Background: an optimization exercise with open tools, aiming at a short achievable clock period and few clock cycles. Do not read the settings as production practice.
At most, simulation tests tie the RTL to the original design; equivalence was not proved.
Power and IR drop assume default switching activity.

== the previous run ==
// cpu
module cpu (
    input  logic       CLOCK
  , input  logic       RESET
  , input  logic [7:0] read_bus
  , output logic [3:0] ctrl_bus
  , output logic [7:0] addr_bus
  , output logic [7:0] write_bus
  , output logic [7:0] OUT
);
make LEC_CHECK=0 CAP_MARGIN=20 CORE_MARGIN=2 CORE_UTILIZATION=40 SETUP_SLACK_MARGIN=2.0 SLEW_MARGIN=20 finish   # period 4.0 ns
run.sh (not shown) runs the stock make flow with config.mk's settings and CLKGATE_MAP_FILE= SYNTH_SCRIPT=/design/flow/synth_recipe.tcl, a recipe that flattens the netlist after the stock synthesis.
The previous run went all the way through the flow, and no timing, DRC or antenna check failed.
Testbench counts of the previous run, summed over its fixed seeds: cycles 23,184.
--- input diff the previous run..the current run ---
-- flow/design.v --
<<< the previous run, line 388
        pv     <= 1'b0;
      end
      a    <= pick(a_sel & {5{xv}}, sum_e, sum_m, last, ey, read_bus) | ({8{a_hold | ~xv}} & a);
      sp   <= pick(sp_sel & {5{xv}}, sum_e, sum_m, last, ey, read_bus) | ({8{sp_hold | ~xv}} & sp)
            | ({8{sp_dsel & xv}} & sp_dec) | ({8{sp_isel & xv}} & sp_inc);
      last <= pick(l_sel & {5{xv}}, sum_e, sum_m, last, ey, read_bus) | ({8{l_hold | ~xv}} & last);
      wd_q <= pick(w_sel & {5{xv}}, sum_e, sum_m, last, ey, read_bus) | ({8{w_hold | ~xv}} & wd_q);
      if (f_e & xv) begin fc <= ec; fz <= ez; fs <= es; fo <= eo; fu <= eu; end
      if (f_m & xv) begin fc <= mc; fz <= mz; fs <= ms; fo <= mo; fu <= mu; end
      if (x_free) begin
        x_ex <= dload;
>>> the current run, line 388
        pv     <= 1'b0;
      end
      a    <= pick(a_sel, sum_e, sum_m, last, ey, read_bus) | ({8{a_hold}} & a);
      sp   <= pick(sp_sel, sum_e, sum_m, last, ey, read_bus) | ({8{sp_hold}} & sp)
            | ({8{sp_dsel}} & sp_dec) | ({8{sp_isel}} & sp_inc);
      last <= pick(l_sel, sum_e, sum_m, last, ey, read_bus) | ({8{l_hold}} & last);
      wd_q <= pick(w_sel, sum_e, sum_m, last, ey, read_bus) | ({8{w_hold}} & wd_q);
      if (f_e) begin fc <= ec; fz <= ez; fs <= es; fo <= eo; fu <= eu; end
      if (f_m) begin fc <= mc; fz <= mz; fs <= ms; fo <= mo; fu <= mu; end
      if (x_free) begin
        x_ex <= dload;
<<< the previous run, line 419
        logic nx_ex, nx_a3, nx_z, cm, c_add, c_cmp, c_dsta, c_dstsp, c_push, c_pop, c_w;
        logic [4:0] roh;
        nx_ex = x_free & ~xfl & vu0[U_ALU] & ~vu0[U_R1] & ~vu0[U_R2];
        nx_z  = x_free & ~xfl & vu0[U_Z];
        nx_a3 = (x_a1 & ~(p_r1 & p_r2)) | x_a2;
        c_add   = nx_ex ? vu0[U_ADD]   : p_add;
>>> the current run, line 419
        logic nx_ex, nx_a3, nx_z, cm, c_add, c_cmp, c_dsta, c_dstsp, c_push, c_pop, c_w;
        logic [4:0] roh;
        nx_ex = x_free & dload & vu0[U_ALU] & ~vu0[U_R1] & ~vu0[U_R2];
        nx_z  = x_free & dload & vu0[U_Z];
        nx_a3 = (x_a1 & ~(p_r1 & p_r2)) | x_a2;
        c_add   = nx_ex ? vu0[U_ADD]   : p_add;
Findings:
The final layout from the current run, which completed every stage, passed the timing, DRC and antenna checks at the end of the flow.
Comparing the current run and the previous run, the lower area of all placed cells without fillers is on the current run.
Measured against each other, the current run and the previous run differ in via density per instance, the higher figure coming from the previous run.
The current run vs. the previous run: sequential share of the synthesized area saw little to no change; wire length of the first global-routing pass now sits lower; number of clock sinks seen by CTS held steady; cell area after technology mapping shows a reduction of about 0.64%.
Relative to the previous run, non-filler instance count after layout has gone down in the current run.
The current run ended up with a[0] as its start point of the critical path; the previous run ended up with sp[0].
The current run vs the previous run: fraction of power spent switching nets down in the current run
Between the current run and the previous run, the total wire length after detailed routing is lower for the current run.
Min depth of the critical timing path with buffers and inverters included across the current run and the previous run: the current run
Function not checked in the current run: the RTL went through the layout flow alone.

cpu, a different RTL version from the one above (not shown whole).
For scale: roughly 400 flip-flops, about 38 I/O pins, roughly 22000 um2 of cells after synthesis.
Settings: LEC_CHECK=0, CAP_MARGIN=20, CORE_MARGIN=2, CORE_UTILIZATION=40, SETUP_SLACK_MARGIN=2.5, SLEW_MARGIN=20; clock period 4.0 ns.
The first run ran to the end with no violations.
==> next run, changes <==
--- a/flow/design.v
+++ b/flow/design.v
@@ -423,23 +423,23 @@
       f_done <= ~redir & ~dload & (fold | f_done);
       sir <= hd >= 8'h59;
       addr_q <= addr_n;
       fp     <= fp_n;
       wr_q   <= x_rq & x_rqw;
       pv     <= ~x_rq & (fetch_redir | room);
       if (fetch_redir) fpx <= x_rq;
       else if (~x_rq & room) fpx <= 1'b0;
-      a    <= pick(a_sel & {5{xv}}, sum_e, sum_m, last, ey, read_bus) | ({8{a_hold | ~xv}} & a);
-      sp   <= pick(sp_sel & {5{xv}}, sum_e, sum_m, last, ey, read_bus) | ({8{sp_hold | ~xv}} & sp)
-            | ({8{sp_dsel & xv}} & sp_dec) | ({8{sp_isel & xv}} & sp_inc);
-      last <= pick(l_sel & {5{xv}}, sum_e, sum_m, last, ey, read_bus) | ({8{l_hold | ~xv}} & last);
-      wd_q <= pick(w_sel & {5{xv}}, sum_e, sum_m, last, ey, read_bus) | ({8{w_hold | ~xv}} & wd_q);
-      if (f_e & xv) begin fc <= ec; fz <= ez; fs <= es; fo <= eo; fu <= eu; end
-      if (f_m & xv) begin fc <= mc; fz <= mz; fs <= ms; fo <= mo; fu <= mu; end
+      a    <= pick(a_sel, sum_e, sum_m, last, ey, read_bus) | ({8{a_hold}} & a);
+      sp   <= pick(sp_sel, sum_e, sum_m, last, ey, read_bus) | ({8{sp_hold}} & sp)
+            | ({8{sp_dsel}} & sp_dec) | ({8{sp_isel}} & sp_inc);
+      last <= pick(l_sel, sum_e, sum_m, last, ey, read_bus) | ({8{l_hold}} & last);
+      wd_q <= pick(w_sel, sum_e, sum_m, last, ey, read_bus) | ({8{w_hold}} & wd_q);
+      if (f_e) begin fc <= ec; fz <= ez; fs <= es; fo <= eo; fu <= eu; end
+      if (f_m) begin fc <= mc; fz <= mz; fs <= ms; fo <= mo; fu <= mu; end
       if (x_free) begin
         x_ex <= dload;
         x_a1 <= 1'b0; x_a2 <= 1'b0; x_a3 <= 1'b0;
         x_done <= dload & ~vu0[U_R1] & ~vu0[U_R2];
         x_free <= ~dload | (~vu0[U_R1] & ~vu0[U_R2]);
       end else begin
         x_ex <= 1'b0;
         x_a1 <= x_ex;
@@ -454,18 +454,18 @@
         opy <= (({8{p_xa}} & a) | ({8{p_xsp}} & sp)) ^ {8{p_cmp}}; inv_rb <= p_cmp; m_cin <= 1'b0;
       end else if (x_a1 & ~p_r1) begin
         opy <= (({8{p_ya}} & a) | ({8{p_ysp}} & sp) | ({8{p_yimm}} & p_sb)) ^ {8{p_cmp}};
         inv_rb <= 1'b0; m_cin <= p_cmp;
       end
       begin
         logic nx_ex, nx_a3, nx_z, cm, c_add, c_cmp, c_dsta, c_dstsp, c_push, c_pop, c_w;
         logic [4:0] roh;
-        nx_ex = x_free & ~xfl & vu0[U_ALU] & ~vu0[U_R1] & ~vu0[U_R2];
-        nx_z  = x_free & ~xfl & vu0[U_Z];
+        nx_ex = x_free & dload & vu0[U_ALU] & ~vu0[U_R1] & ~vu0[U_R2];
+        nx_z  = x_free & dload & vu0[U_Z];
         nx_a3 = (x_a1 & ~(p_r1 & p_r2)) | x_a2;
         c_add   = nx_ex ? vu0[U_ADD]   : p_add;
         c_cmp   = nx_ex ? vu0[U_CMP]   : p_cmp;
         c_dsta  = nx_ex ? vu0[U_DSTA]  : p_dsta;
         c_dstsp = nx_ex ? vu0[U_DSTSP] : p_dstsp;
         c_push  = nx_ex ? vu0[U_PUSH]  : p_push;
         c_pop   = nx_ex ? vu0[U_POP]   : p_pop;
         c_w     = nx_ex ? vu0[U_W]     : p_w;
Via count is lower by 5.1%.
Routed wire length came out lower by about 6%.
Final cell count decreases by 4.3%.
Die area goes down by 1.5%.
Sequential share of layout area goes up by 1.3 points.
Final area came out lower by about 5%.
Core utilization went down by 2.0 points.
Function was not checked in any run of this note: the RTL went through the layout flow alone.

Another version of the RTL of cpu (not shown whole).
For scale: about 2500 cells after synthesis, roughly 360 flip-flops.
clock: 4.0 ns
lec_check: 0
cap_margin: 20
core_margin: 2
core_utilization: 40
setup_slack_margin: 2.5
slew_margin: 20
Edit:
--- a/flow/design.v
+++ b/flow/design.v
@@ -118,33 +118,33 @@
     b[2] = ~|x[1:0];
     b[3] = ~|x[2:0];
     b[4] = ~|x[3:0];
     b[5] = ~|x[4:0];
     b[6] = ~|x[5:0];
     b[7] = ~|x[6:0];
     dec8 = x ^ b;
   endfunction
-  function automatic logic [9:0] add8(input logic [7:0] x, input logic [7:0] y, input logic ci);
+  function automatic logic [8:0] add8(input logic [7:0] x, input logic [7:0] y, input logic ci);
     logic [8:0] g, p;
     logic [7:0] t;
     logic [8:0] c;
     g = {x & y, ci}; p = {x | y, 1'b0}; t = x ^ y;
     for (int i = 0; i <= 8; i++) begin
       logic acc;
       acc = 1'b0;
       for (int j = 0; j <= i; j++) begin
         logic term;
         term = g[j];
         for (int k = j + 1; k <= i; k++) term = term & p[k];
         acc = acc | term;
       end
       c[i] = acc;
     end
-    add8 = {c[8], c[7], t ^ c[7:0]};
+    add8 = {c[8], t ^ c[7:0]};
   endfunction
   function automatic logic [3:0] rot(input logic [3:0] x, input int n);
     logic [7:0] d;
     d = {x, x} << n;
     rot = d[7:4];
   endfunction
   logic [U_W_-1:0] rb_u;
   assign rb_u = pdec(read_bus);
@@ -206,41 +206,48 @@
     case ({~ph, vu0[U_HSB]})
       2'b00:   db = vq0;
       2'b01,
       2'b10:   db = vq1;
       default: db = vq2;
     endcase
   end
   logic [7:0] ex_x, ey, sum_e;
-  logic       c8_e, c7_e, t7_e, ec, ez, es, eo, eu;
+  logic       c8_e, s8_e, ec, ez, es, eo, eu;
   always_comb begin
     ex_x = ({8{sx_a}} & a) | ({8{sx_sp}} & sp);
     ey   = ({8{syp[0]}} & a) | ({8{syp[1]}} & sp) | ({8{syp[2]}} & p_sb)
          | ({8{syn[0]}} & ~a) | ({8{syn[1]}} & ~sp) | ({8{syn[2]}} & ~p_sb);
-    {c8_e, c7_e, sum_e} = add8(ex_x, ey, p_cmp);
-    t7_e = ex_x[7] ^ ey[7];
+    {c8_e, sum_e} = add8(ex_x, ey, p_cmp);
+    s8_e = ex_x[7] ^ ey[7] ^ c8_e;
     ec = p_cmp ? (c8_e & (ey != 8'hff)) : c8_e;
     ez = ((ex_x ^ ey) == {(ex_x[6:0] | ey[6:0]), p_cmp});
-    es = t7_e ^ c7_e;
-    eo = t7_e ? (c8_e & ~c7_e) : (~c8_e & c7_e);
-    eu = t7_e ? (~c8_e & c7_e) : (c8_e & ~c7_e);
+    es = sum_e[7];
+    eo = ~s8_e & sum_e[7];
+    eu = s8_e & ~sum_e[7];
   end
   logic [7:0] mx, sum_m;
-  logic       c8_m, c7_m, t7_m, mc, mz, ms, mo, mu;
+  logic       c8_m, s8_m, mc, mz, ms, mo, mu;
   always_comb begin
     mx = read_bus;
-    {c8_m, c7_m, sum_m} = add8(mx, opy, m_cin);
-    t7_m = mx[7] ^ opy[7] ^ inv_rb;
-    mc = (c8_m ^ inv_rb) & (inv_rb ? (read_bus != 8'd0) : (~p_cmp | (opy != 8'hff)));
-    mz = inv_rb ? (~(mx ^ opy) == {(mx[6:0] & opy[6:0]), 1'b0})
-                : ((mx ^ opy) == {(mx[6:0] | opy[6:0]), m_cin});
-    ms = t7_m ^ c7_m;
-    mo = t7_m ? (c8_m & ~c7_m) : (~c8_m & c7_m);
-    mu = t7_m ? (~c8_m & c7_m) : (c8_m & ~c7_m);
+    {c8_m, sum_m} = add8(mx, opy, m_cin);
+    s8_m = mx[7] ^ opy[7] ^ c8_m;
+    if (inv_rb) begin
+      mc = ~c8_m & (read_bus != 8'd0);
+      mz = ~(mx ^ opy) == {(mx[6:0] & opy[6:0]), 1'b0};
+      ms = ~sum_m[7];
+      mo = s8_m & ~sum_m[7];
+      mu = ~s8_m & sum_m[7];
+    end else begin
+      mc = p_cmp ? (c8_m & (opy != 8'hff)) : c8_m;
+      mz = ((mx ^ opy) == {(mx[6:0] | opy[6:0]), m_cin});
+      ms = sum_m[7];
+      mo = ~s8_m & sum_m[7];
+      mu = s8_m & ~sum_m[7];
+    end
   end
   function automatic logic [7:0] pick(input logic [4:0] sel, input logic [7:0] se,
       input logic [7:0] sm, input logic [7:0] sl, input logic [7:0] sy, input logic [7:0] sr);
     pick = ({8{sel[0]}} & se) | ({8{sel[1]}} & sm) | ({8{sel[2]}} & sl)
          | ({8{sel[3]}} & sy) | ({8{sel[4]}} & sr);
   endfunction
   logic [7:0] sp_inc, sp_dec;
   assign sp_inc = inc8(sp);
@@ -267,19 +274,17 @@
     end else if (x_a1 & p_r1 & p_r2) begin
       x_rq = 1'b1;
       x_addr = p_r2s == 2'd0 ? a : p_r2s == 2'd1 ? sp : p_db;
     end else if (x_done & p_w) begin
       x_rq = 1'b1; x_rqw = 1'b1;
     end
   end
   logic [7:0] x_tgt;
-  logic [9:0] x_tgt_c;
-  assign x_tgt_c = add8(p_oa, p_sb, 1'b1);
-  assign x_tgt = x_tgt_c[7:0];
+  assign x_tgt = add8(p_oa, p_sb, 1'b1);
   logic xjt, xwh, xfl;
   assign xjt = x_ex & p_jcc & p_off & cond(p_cc, fc, fz, fs, fo);
   assign xwh = x_done & p_w & x_whit;
   assign xfl = xjt | xwh;
   logic dload, redir;
   assign dload  = bytes_ok & x_free & ~xfl;
   assign redir  = (xjt & ~jskip) | xwh;
   logic out2, out3, out4, jskip;
What happened: The changed run ran to the end with no violations; count of clock-buffer cells in the layout decreases by 10; design area increases by a few percent; critical path depth increases by 3; non-clock buffer count increases by 82; power increases slightly; wire length increases by roughly a tenth; global-route usage increases by 1.5 points; setup slack improved by 0.12 ns; maximum frequency increases by a few percent; combinational power increases by a little under a tenth; area after synthesis increases slightly; via count increases by a few percent.
Testbench counts after the change, summed over its fixed seeds: cycles 23,184.
The RTL of the first run of this note was laid out without a check of its function.

Another version of the RTL of cpu (not shown whole).
For scale: roughly 360 flip-flops, ~0.019 mm2 of cells after synthesis.
==> flow/config.mk <==
export PLATFORM = sky130hd
export DESIGN_NAME = cpu
export DESIGN_NICKNAME = cpu
export VERILOG_FILES = /design/flow/design.v
export SDC_FILE = /design/flow/constraint.sdc
export NUM_CORES = 4
export LEC_CHECK = 0
export CAP_MARGIN = 20
export CORE_MARGIN = 2
export CORE_UTILIZATION = 40
export SETUP_SLACK_MARGIN = 2.0
export SLEW_MARGIN = 20
==> flow/constraint.sdc <==
create_clock -name core_clock -period 4.0 [get_ports {CLOCK}]
set_input_delay 0.8000 -clock core_clock [delete_from_list [all_inputs] [get_ports {CLOCK}]]
set_output_delay 0.8000 -clock core_clock [all_outputs]
set_load 0.01 [all_outputs]
Rerun with:
--- a/flow/design.v
+++ b/flow/design.v
@@ -65,13 +65,13 @@
   logic       fc, fz, fs, fo, fu;
   logic [7:0] addr_q, wd_q;
   logic       wr_q;
   logic [7:0] fp;                   
   logic       fpx;
   logic [7:0] ra;                   
-  logic [4:0] hb, hbm1, hbp1, hbp2;  
+  logic       sir;                  
   logic [7:0]      b_d [0:3];
   logic [7:0]      b_a [0:3];
   logic [U_W_-1:0] b_u [0:3];
   logic [3:0]      rp, wp;          
   logic [3:0]      s0, s1, s2;      
   logic            s0r, s1r, s2r;   
@@ -148,18 +148,18 @@
   endfunction
   logic [U_W_-1:0] rb_u;
   assign rb_u = pdec(read_bus);
   logic [7:0]      vq0, vq1, vq2, va0, va1;
   logic [U_W_-1:0] vu0;
   always_comb begin
-    vq0 = {8{s0r}} & read_bus;
+    vq0 = 8'd0;
     vq1 = {8{s1r}} & read_bus;
     vq2 = {8{s2r}} & read_bus;
-    va0 = {8{s0r}} & ra;
+    va0 = 8'd0;
     va1 = {8{s1r}} & ra;
-    vu0 = {U_W_{s0r}} & rb_u;
+    vu0 = '0;
     for (int k = 0; k < 4; k++) begin
       vq0 = vq0 | ({8{s0[k]}} & b_d[k]);
       vq1 = vq1 | ({8{s1[k]}} & b_d[k]);
       vq2 = vq2 | ({8{s2[k]}} & b_d[k]);
       va0 = va0 | ({8{s0[k]}} & b_a[k]);
       va1 = va1 | ({8{s1[k]}} & b_a[k]);
@@ -188,14 +188,14 @@
       default: b = z | (s ^ v);
     endcase
     cond = (cc[3:1] == 3'd5) | (b ^ cc[0]);
   endfunction
   logic bytes_ok;
   always_comb begin
-    if (ph) bytes_ok = vu0[U_NB2] ? av2 : av1;
-    else    bytes_ok = vu0[U_NB2] ? av3 : vu0[U_NB1] ? av2 : av1;
+    if (ph) bytes_ok = qt[0] & (vu0[U_NB2] ? av2 : av1);
+    else    bytes_ok = qt[0] & (vu0[U_NB2] ? av3 : vu0[U_NB1] ? av2 : av1);
   end
   logic [3:0] cons_h;
   logic n0, n1, n2;                 
   assign n0 = ~vu0[U_NB1];
   assign n1 = vu0[U_NB1] & ~vu0[U_NB2];
   assign n2 = vu0[U_NB2];
@@ -242,19 +242,13 @@
     res = p_add ? sum : p_cmp ? last : yy;
   end
   logic [7:0] sp_inc, sp_dec;
   assign sp_inc = inc8(sp);
   assign sp_dec = dec8(sp);
   logic x_whit;
-  always_comb begin
-    logic hit_db, hit_sp;
-    hit_db = (p_db[7] | (p_db[6] & p_db[5])) & ((p_db[7:3] == hb) | (p_db[7:3] == hbp1));
-    hit_sp = (sp[7] | (sp[6] & (sp[5] | sp[4:0] == 5'h1f)))
-           & ((sp[7:3] == hbm1) | (sp[7:3] == hb) | (sp[7:3] == hbp1) | (sp[7:3] == hbp2));
-    x_whit = p_wimm ? hit_db : hit_sp;
-  end
+  assign x_whit = sir;
   logic [7:0] x_waddr;
   always_comb begin
     if (p_wimm) x_waddr = p_db;
     else if (p_push) x_waddr = sp_dec;
     else if (p_pop) x_waddr = sp_inc;
     else x_waddr = sp;
@@ -282,15 +276,25 @@
   assign xjt = xv & xs == X_EX & p_jcc & p_off & cond(p_cc, fc, fz, fs, fo);
   assign xwh = x_done & p_w & x_whit;
   assign xfl = xjt | xwh;
   logic x_free, dload, redir;
   assign x_free = ~xv | x_done;
   assign dload  = bytes_ok & x_free & ~xfl;
-  assign redir  = xfl;
+  assign redir  = (xjt & ~jskip) | xwh;
+  logic out2, out3, out4, jskip;
+  assign out2 = qt[1] | (qt[0] & (rv | pv)) | (rv & pv);
+  assign out3 = qt[2] | (qt[1] & (rv | pv)) | (qt[0] & rv & pv);
+  assign out4 = qt[3] | (qt[2] & (rv | pv)) | (qt[1] & rv & pv);
+  assign jskip = (p_sb[7:2] == 6'd0)
+               & ((p_sb[1:0] == 2'd1 & out2) | (p_sb[1:0] == 2'd2 & out3) | (p_sb[1:0] == 2'd3 & out4));
   logic [3:0] ch;                   
-  assign ch = dload ? cons_h : 4'b0001;
+  always_comb begin
+    if (dload) ch = cons_h;
+    else if (xjt & jskip) ch = {p_sb[1:0] == 2'd3, p_sb[1:0] == 2'd2, p_sb[1:0] == 2'd1, 1'b0};
+    else ch = 4'b0001;
+  end
   logic [7:0] rd_a;
   assign rd_a = xjt ? x_tgt : hd;
   logic room;
   always_comb begin
     case ({pv, rv})
       2'b00: room = ~qt[3];
@@ -315,13 +319,13 @@
     logic [4:0] ysel;
     if (RESET) begin
       a <= 8'd0; sp <= 8'h80; last <= 8'd0;
       fc <= 1'b0; fz <= 1'b0; fs <= 1'b0; fo <= 1'b0; fu <= 1'b0;
       addr_q <= 8'd0; wd_q <= 8'd0; wr_q <= 1'b0;
       fp <= 8'd0; fpx <= 1'b0; ra <= 8'd0;
-      hb <= 5'd0; hbm1 <= 5'h1f; hbp1 <= 5'd1; hbp2 <= 5'd2;
+      sir <= 1'b0;
       rp <= 4'b0001; wp <= 4'b0001;
       s0 <= 4'd0; s1 <= 4'd0; s2 <= 4'd0; s0r <= 1'b1; s1r <= 1'b1; s2r <= 1'b1;
       qt <= 4'd0; pv <= 1'b1; rv <= 1'b0; ph <= 1'b0;
       for (int i = 0; i < 4; i++) begin
         b_d[i] <= 8'd0; b_a[i] <= 8'd0; b_u[i] <= '0;
       end
@@ -350,16 +354,13 @@
       s1r <= ~qt_n[1];
       s2r <= ~qt_n[2];
       rv <= pv & ~redir;
       ra <= addr_q;
       if (redir) wp <= 4'b0001;
       else if (rv) wp <= rot(wp, 1);
-      hb <= hd[7:3];
-      hbm1 <= hd[7:3] - 5'd1;
-      hbp1 <= hd[7:3] + 5'd1;
-      hbp2 <= hd[7:3] + 5'd2;
+      sir <= hd >= 8'h59;
       if (x_rq) begin
         addr_q <= x_addr;
         wr_q   <= x_rqw;
         if (x_rqw) wd_q <= res;
         pv     <= 1'b0;
         if (redir) begin fp <= rd_a; fpx <= 1'b1; end
After rerunning: Wire length fell by 4.5%. Cell count fell by 3.9%. Sequential power fell by 23%. Via count fell by 3.7%. Worst setup slack improves by 3.1 ps. Critical path depth rose by 1.
No run of this note included a check of the RTL's function; only the layout flow was run.

[port drivers added, routing unchanged]
In the flow no input, the clock included, has a driving cell. The finished layouts below were timed again as built, in two steps.
Step 1 sets driving cells, clkbuf_16 on the clock port and buf_2 on the other inputs (assumed; they add their load-dependent delay and slew).
Step 2 times the ports against the registers' clock, not the clock port: input delays grow and output delays shrink by t, the midpoint of the rising clock arrivals with the driver on.
Slacks: ideal / step 1 / step 2; pairs: ideal / step 1.
run	shift t [ns]	setup WS [ns]	slew at the worst register clock pin (ns)
the previous run	0.635	1.304 / 1.304 / 1.075	0.06 / 0.06
the current run	0.632	1.208 / 1.208 / 0.902	0.07 / 0.07
the first run of note 2	0.652	0.986 / 0.986 / 0.921	0.07 / 0.07
the second run of note 2	0.646	0.988 / 0.988 / 0.967	0.07 / 0.07
the first run of note 3	0.629	1.268 / 1.268 / 0.972	0.07 / 0.07
the second run of note 3	0.628	1.392 / 1.392 / 1.084	0.06 / 0.06
the first run of note 4	0.633	1.092 / 1.092 / 0.517	0.06 / 0.06
the second run of note 4	0.601	1.095 / 1.095 / 0.586	0.07 / 0.07
After both steps setup and hold are still met in every run listed. For the first run of note 4, which loses most, drivers alone change the setup slack by 0.000 ns; drivers and shift together by -0.575 ns.
